This design comes from an exercise in tuning for small area on the open sky130 flow, not from production work.
In this exercise RTL edits were held to simulation tests only and were not proved equivalent to the original.
Power and IR drop assume default switching activity.

==> job 4264: inputs <==
==> flow/design.v <==
module router_fifo(clk,rst,rd_en,we,din,dout,full,cnt_nz,sft_rst,rd_eff);
input clk,rst,rd_en,we,sft_rst;
input [7:0]din;
output [7:0]dout;
output full,cnt_nz,rd_eff;
reg [7:0]mem[15:0];
reg [4:0]cnt;
reg rd_q;
integer i;
wire wr_eff;
assign full=cnt[4];
assign cnt_nz=|cnt;
assign rd_eff=rd_en&cnt_nz&!sft_rst;
assign wr_eff=we&!full&!sft_rst;
always@(posedge clk)
begin
	if(wr_eff)
	begin
		mem[0]<=din;
		for(i=1;i<16;i=i+1)
			mem[i]<=mem[i-1];
	end
end
always@(posedge clk)
begin
	if(!rst||sft_rst)
		cnt<=5'd0;
	else if(wr_eff&&!rd_eff)
		cnt<=cnt+1'b1;
	else if(rd_eff&&!wr_eff)
		cnt<=cnt-1'b1;
end
always@(posedge clk)
begin
	if(!rst)
		rd_q<=1'b0;
	else
		rd_q<=rd_eff;
end
reg [7:0]mo;
always@(*)
begin
	mo=8'h00;
	for(i=0;i<16;i=i+1)
		mo=mo|({8{rd_q&&cnt[3:0]==i}}&mem[i]);
end
assign dout=mo;
endmodule
module rfsm(clk,rst,pkt_vld,din,sft_any,cnt_nz0,cnt_nz1,cnt_nz2,fifo_full,parity_done,low_pkt_vld,addr,busy,detect_add,wait_state,lfd_state,ld_state,laf_state,cpe_state,write_enb_reg);
input clk,rst,pkt_vld,sft_any,cnt_nz0,cnt_nz1,cnt_nz2,fifo_full,parity_done,low_pkt_vld;
input [1:0]din;
output reg [1:0]addr;
output busy,detect_add,wait_state,lfd_state,ld_state,laf_state,cpe_state,write_enb_reg;
parameter DECODE_ADDRESS = 3'b000,
	  WAIT_TILL_EMPTY=3'b001,
	  LOAD_FIRST_DATA = 3'b010,
	  LOAD_DATA = 3'b011,
	  LOAD_PARITY=3'b100,
	  FIFO_FULL_STATE=3'b101,
	  LOAD_AFTER_FULL=3'b110,
	  CHECK_PARITY_ERROR=3'b111;
reg [2:0] state,next;
reg din_empty,addr_empty;
always@(posedge clk)
begin
	if(!rst)
		addr<=2'd0;
	else if(state==DECODE_ADDRESS)
		addr<=din;
end
always@(posedge clk)
begin
	if(!rst||sft_any)
		state<=DECODE_ADDRESS;
	else
		state<=next;
end
always@(*)
begin
	case(din)
		2'd0:din_empty=!cnt_nz0;
		2'd1:din_empty=!cnt_nz1;
		default:din_empty=!cnt_nz2;
	endcase
	case(addr)
		2'd0:addr_empty=!cnt_nz0;
		2'd1:addr_empty=!cnt_nz1;
		2'd2:addr_empty=!cnt_nz2;
		default:addr_empty=1'b0;
	endcase
end
always@(*)
begin
	next=DECODE_ADDRESS;
	case(state)
		DECODE_ADDRESS:
			if(pkt_vld&&din!=2'd3)
				next=din_empty?LOAD_FIRST_DATA:WAIT_TILL_EMPTY;
		WAIT_TILL_EMPTY:
			next=addr_empty?LOAD_FIRST_DATA:WAIT_TILL_EMPTY;
		LOAD_FIRST_DATA:
			next=LOAD_DATA;
		LOAD_DATA:
			if(fifo_full)
				next=FIFO_FULL_STATE;
			else if(!pkt_vld)
				next=LOAD_PARITY;
			else
				next=LOAD_DATA;
		LOAD_PARITY:
			next=CHECK_PARITY_ERROR;
		FIFO_FULL_STATE:
			next=fifo_full?FIFO_FULL_STATE:LOAD_AFTER_FULL;
		LOAD_AFTER_FULL:
			if(parity_done)
				next=DECODE_ADDRESS;
			else if(low_pkt_vld)
				next=LOAD_PARITY;
			else
				next=LOAD_DATA;
		CHECK_PARITY_ERROR:
			next=fifo_full?FIFO_FULL_STATE:DECODE_ADDRESS;
	endcase
end
assign detect_add=(state==DECODE_ADDRESS);
assign wait_state=(state==WAIT_TILL_EMPTY);
assign lfd_state=(state==LOAD_FIRST_DATA);
assign ld_state=(state==LOAD_DATA);
assign laf_state=(state==LOAD_AFTER_FULL);
assign cpe_state=(state==CHECK_PARITY_ERROR);
assign write_enb_reg=(state==LOAD_DATA)||(state==LOAD_PARITY)||(state==LOAD_AFTER_FULL);
assign busy=!((state==DECODE_ADDRESS)||(state==LOAD_DATA));
endmodule
module router_reg(clk,rst,pkt_vld,din,fifo_full,detect_add,wait_state,lfd_state,ld_state,laf_state,cpe_state,parity_done,low_pkt_vld,err,dout);
input clk,rst,pkt_vld,fifo_full,detect_add,wait_state,lfd_state,ld_state,laf_state,cpe_state;
input [7:0]din;
output reg parity_done,low_pkt_vld,err;
output reg [7:0]dout;
reg [7:0]par;
wire load_parity=(ld_state&&!pkt_vld&&!fifo_full)||(laf_state&&!parity_done&&low_pkt_vld);
always@(posedge clk)
begin
	if(detect_add||(ld_state&&!fifo_full)||(!pkt_vld&&!ld_state&&!wait_state&&!lfd_state))
		dout<=din;
end
always@(posedge clk)
begin
	if(!rst||cpe_state)
		low_pkt_vld<=1'b0;
	else if(ld_state&&!pkt_vld)
		low_pkt_vld<=1'b1;
end
always@(posedge clk)
begin
	if(detect_add)
		par<=din;
	else if(lfd_state&&!pkt_vld)
		par<=8'd0;
	else if((ld_state&&pkt_vld)||load_parity)
		par<=par^din;
end
always@(posedge clk)
begin
	if(!rst||detect_add)
		parity_done<=1'b0;
	else if(load_parity)
		parity_done<=1'b1;
end
always@(posedge clk)
begin
	if(!rst)
		err<=1'b0;
	else
		err<=parity_done&&(par!=8'd0);
end
endmodule
module rsynch(clk,rst,rd_en,cnt_nz,vld_out,sft_rst);
input clk,rst,rd_en,cnt_nz;
output vld_out,sft_rst;
reg [4:0]count;
assign sft_rst=&count;
assign vld_out=cnt_nz&!sft_rst;
always@(posedge clk)
begin
	if(!rst||!vld_out||rd_en)
		count<=5'b11110;
	else
		count<={count[3:0],count[4]^count[2]};
end
endmodule
module router_top(clk,rst,din,rd_en0,rd_en1,rd_en2,pkt_vld,vld_out0,vld_out1,vld_out2,dout0,dout1,dout2,busy,err);
input clk,rst,rd_en0,rd_en1,rd_en2,pkt_vld;
input [7:0] din;
output vld_out0,vld_out1,vld_out2,busy,err;
output [7:0]dout0,dout1,dout2;
wire [7:0]data;
wire [1:0]addr;
wire full0,full1,full2,nz0,nz1,nz2,sft_rst0,sft_rst1,sft_rst2,rde0,rde1,rde2;
wire detect_add,wait_state,lfd_state,ld_state,laf_state,cpe_state,write_enb_reg,parity_done,low_pkt_vld;
reg fifo_full;
always@(*)
begin
	case(addr)
		2'd0:fifo_full=full0;
		2'd1:fifo_full=full1;
		2'd2:fifo_full=full2;
		default:fifo_full=1'b0;
	endcase
end
rfsm FSM(clk,rst,pkt_vld,din[1:0],sft_rst0|sft_rst1|sft_rst2,nz0,nz1,nz2,fifo_full,parity_done,low_pkt_vld,addr,busy,detect_add,wait_state,lfd_state,ld_state,laf_state,cpe_state,write_enb_reg);
router_reg REG(clk,rst,pkt_vld,din,fifo_full,detect_add,wait_state,lfd_state,ld_state,laf_state,cpe_state,parity_done,low_pkt_vld,err,data);
rsynch SYN0(clk,rst,rd_en0,nz0,vld_out0,sft_rst0);
rsynch SYN1(clk,rst,rd_en1,nz1,vld_out1,sft_rst1);
rsynch SYN2(clk,rst,rd_en2,nz2,vld_out2,sft_rst2);
router_fifo FIFO_0(clk,rst,rd_en0,write_enb_reg&&addr==2'd0,data,dout0,full0,nz0,sft_rst0,rde0);
router_fifo FIFO_1(clk,rst,rd_en1,write_enb_reg&&addr==2'd1,data,dout1,full1,nz1,sft_rst1,rde1);
router_fifo FIFO_2(clk,rst,rd_en2,write_enb_reg&&addr==2'd2,data,dout2,full2,nz2,sft_rst2,rde2);
endmodule
==> flow/flow/run.sh <==
#!/bin/bash
# Own layout flow: the standard layout (standard.sh) with
#  - the standard synthesis script, but an area-oriented ABC mapping script
#    (flow/area.abc) for the combinational logic; registers are mapped by
#    dfflibmap before ABC exactly as in the standard synthesis,
#  - smaller port buffers,
#  - a clock tree of clkbuf_8 leaves without dummy loads,
#  - no pre-placement upsizing (ABC buffers are removed instead),
#  - global placement that does not keep its timing-driven buffering, and
#    downsizing of non-critical cells after global routing.
set -euo pipefail
W=$PWD
sed "s#log_cmd abc {\*}\$abc_args#set abc_args [lreplace \$abc_args 1 1 $W/flow/area.abc]; log_cmd abc {*}\$abc_args#" \
  "$FLOW_HOME/scripts/synth.tcl" > "$W/synth_area.tcl"
grep -q "flow/area.abc" "$W/synth_area.tcl"
sed "s#source \$::env(SCRIPTS_DIR)/synth.tcl#source $W/synth_area.tcl#" synth_recipe.tcl > "$W/synth_recipe_area.tcl"
grep -q "synth_area.tcl" "$W/synth_recipe_area.tcl"
sed "s#SYNTH_SCRIPT=[^ ]*#SYNTH_SCRIPT=$W/synth_recipe_area.tcl#" standard.sh > "$W/standard_area.sh"
grep -q "synth_recipe_area.tcl" "$W/standard_area.sh"
export BUFFER_PORTS_ARGS="-buffer_cell sky130_fd_sc_hd__buf_1"
export REMOVE_ABC_BUFFERS=1
export RECOVER_POWER=100
export GPL_KEEP_OVERFLOW=0
export CTS_ARGS="-sink_clustering_enable -repair_clock_nets -sink_clustering_size 32 -sink_clustering_max_diameter 60 -buf_list sky130_fd_sc_hd__clkbuf_16 -dont_use_dummy_load"
bash "$W/standard_area.sh" finish > standard_flow.log 2>&1
==> flow/flow/area.abc <==
strash
&get -n
&st
&syn4
&dch -f
&nf -a -R 100
&put
topo
stime -c
==> flow/standard.sh <==
#!/bin/bash
# synth_recipe.tcl (not shown) runs the flow's synth.tcl, then flattens the netlist and writes it again
# the make line also repeats each setting of config.mk as NAME=value (left out here)
make -C /OpenROAD-flow-scripts/flow DESIGN_CONFIG=/design/flow/config.mk WORK_HOME=/design/flow/orfs CLKGATE_MAP_FILE= SYNTH_SCRIPT=/design/flow/synth_recipe.tcl "${@:-finish}"
==> flow/config.mk <==
export PLATFORM = sky130hd
export DESIGN_NAME = router_top
export DESIGN_NICKNAME = router_top
export VERILOG_FILES = /design/flow/design.v
export SDC_FILE = /design/flow/constraint.sdc
export NUM_CORES = 4
export LEC_CHECK = 0
export CAP_MARGIN = 20
export CORE_MARGIN = 2
export CORE_UTILIZATION = 60
export SLEW_MARGIN = 20
==> flow/constraint.sdc <==
create_clock -name core_clock -period 4.0 [get_ports {clk}]
set_input_delay 0.8000 -clock core_clock [delete_from_list [all_inputs] [get_ports {clk}]]
set_output_delay 0.8000 -clock core_clock [all_outputs]
set_load 0.01 [all_outputs]
==> job 4597: changes against job 4264 <==
--- a/flow/flow/run.sh
+++ b/flow/flow/run.sh
@@ -6,6 +6,5 @@
 #  - smaller port buffers,
 #  - a clock tree of clkbuf_8 leaves without dummy loads,
-#  - no pre-placement upsizing (ABC buffers are removed instead),
-#  - global placement that does not keep its timing-driven buffering, and
+#  - no pre-placement upsizing (ABC buffers are removed instead) and
 #    downsizing of non-critical cells after global routing.
 set -euo pipefail
@@ -22,4 +21,4 @@
 export RECOVER_POWER=100
 export GPL_KEEP_OVERFLOW=0
-export CTS_ARGS="-sink_clustering_enable -repair_clock_nets -sink_clustering_size 32 -sink_clustering_max_diameter 60 -buf_list sky130_fd_sc_hd__clkbuf_16 -dont_use_dummy_load"
+export CTS_ARGS="-sink_clustering_enable -repair_clock_nets -sink_clustering_size 16 -sink_clustering_max_diameter 80 -buf_list sky130_fd_sc_hd__clkbuf_8 -dont_use_dummy_load"
 bash "$W/standard_area.sh" finish > standard_flow.log 2>&1
==> flow/flow/area.abc (replaced) <==
strash
&get -n
&st
&syn2
&dch -f
&nf -a -R 100
&put
topo
stime -c
- CORE_UTILIZATION: 60 -> 40
==> summary.txt <==
                                                                                      job 4264                   job 4597
Clock Root Buffer                                                   sky130_fd_sc_hd__clkbuf_16  sky130_fd_sc_hd__clkbuf_8
Avg Cell Area, Syn                                                                 17.46 sq um                17.03 sq um
GRT met1 Usage                                                                          0.3557                     0.2505
Die boundary height                                                              168.2 microns              205.6 microns
Max Freq                                                                             269.1 MHz                  262.4 MHz
Comb power frac                                                                          0.132                      0.167
Source-to-sink clock delay at the later pin of the worst-skew pair                     0.53 ns                    0.63 ns
Power consumption                                                                     10.30 mW                   9.469 mW
Outcome                                                                complete, no violations    complete, no violations
Detailed placer's ending HPWL                                                    23030 microns              23290 microns
Number of inverters outside the clock class in the layout                                    8                          7
Hold endpoint                                                                 FIFO_2.mem[6][6]                REG.dout[7]
Worst IR drop on VDD                                                                 0.4359 mV                  0.2438 mV
Multiplexer share of the synthesized area                                             0.002706                   0.004312
Reg2reg path depth                                                                           9                          7
Maximum number of pins on one net before global-route repair                                20                         19

re-timing with driven ports:
How much do the figures lean on ideal ports? The routed layouts below were timed once more, with nothing changed but the port constraints.
Step 1, drivers: a clkbuf_16 drives clk and a buf_2 each remaining input, both assumed.
Step 2 also shifts input and output timing later by t, the mid clock arrival at the registers, as if the neighbouring blocks saw the same clock.
Three values: ideal, step 1, step 2; two values: the first two.
| run | t, ns | slack for setup (ns) | hold WS [ns] | latest minus earliest clock arrival (ns) | pins driven straight from the clock port |
|---|---|---|---|---|---|
| job 4264 | 0.558 | 0.283 / 0.230 / 0.382 | 0.435 / 0.435 / 0.435 | 0.050 / 0.050 | 1 |
| job 4597 | 0.659 | 0.189 / 0.142 / 0.351 | 0.425 / 0.423 / 0.428 | 0.037 / 0.037 | 1 |
After both steps setup and hold are still met in every run listed.
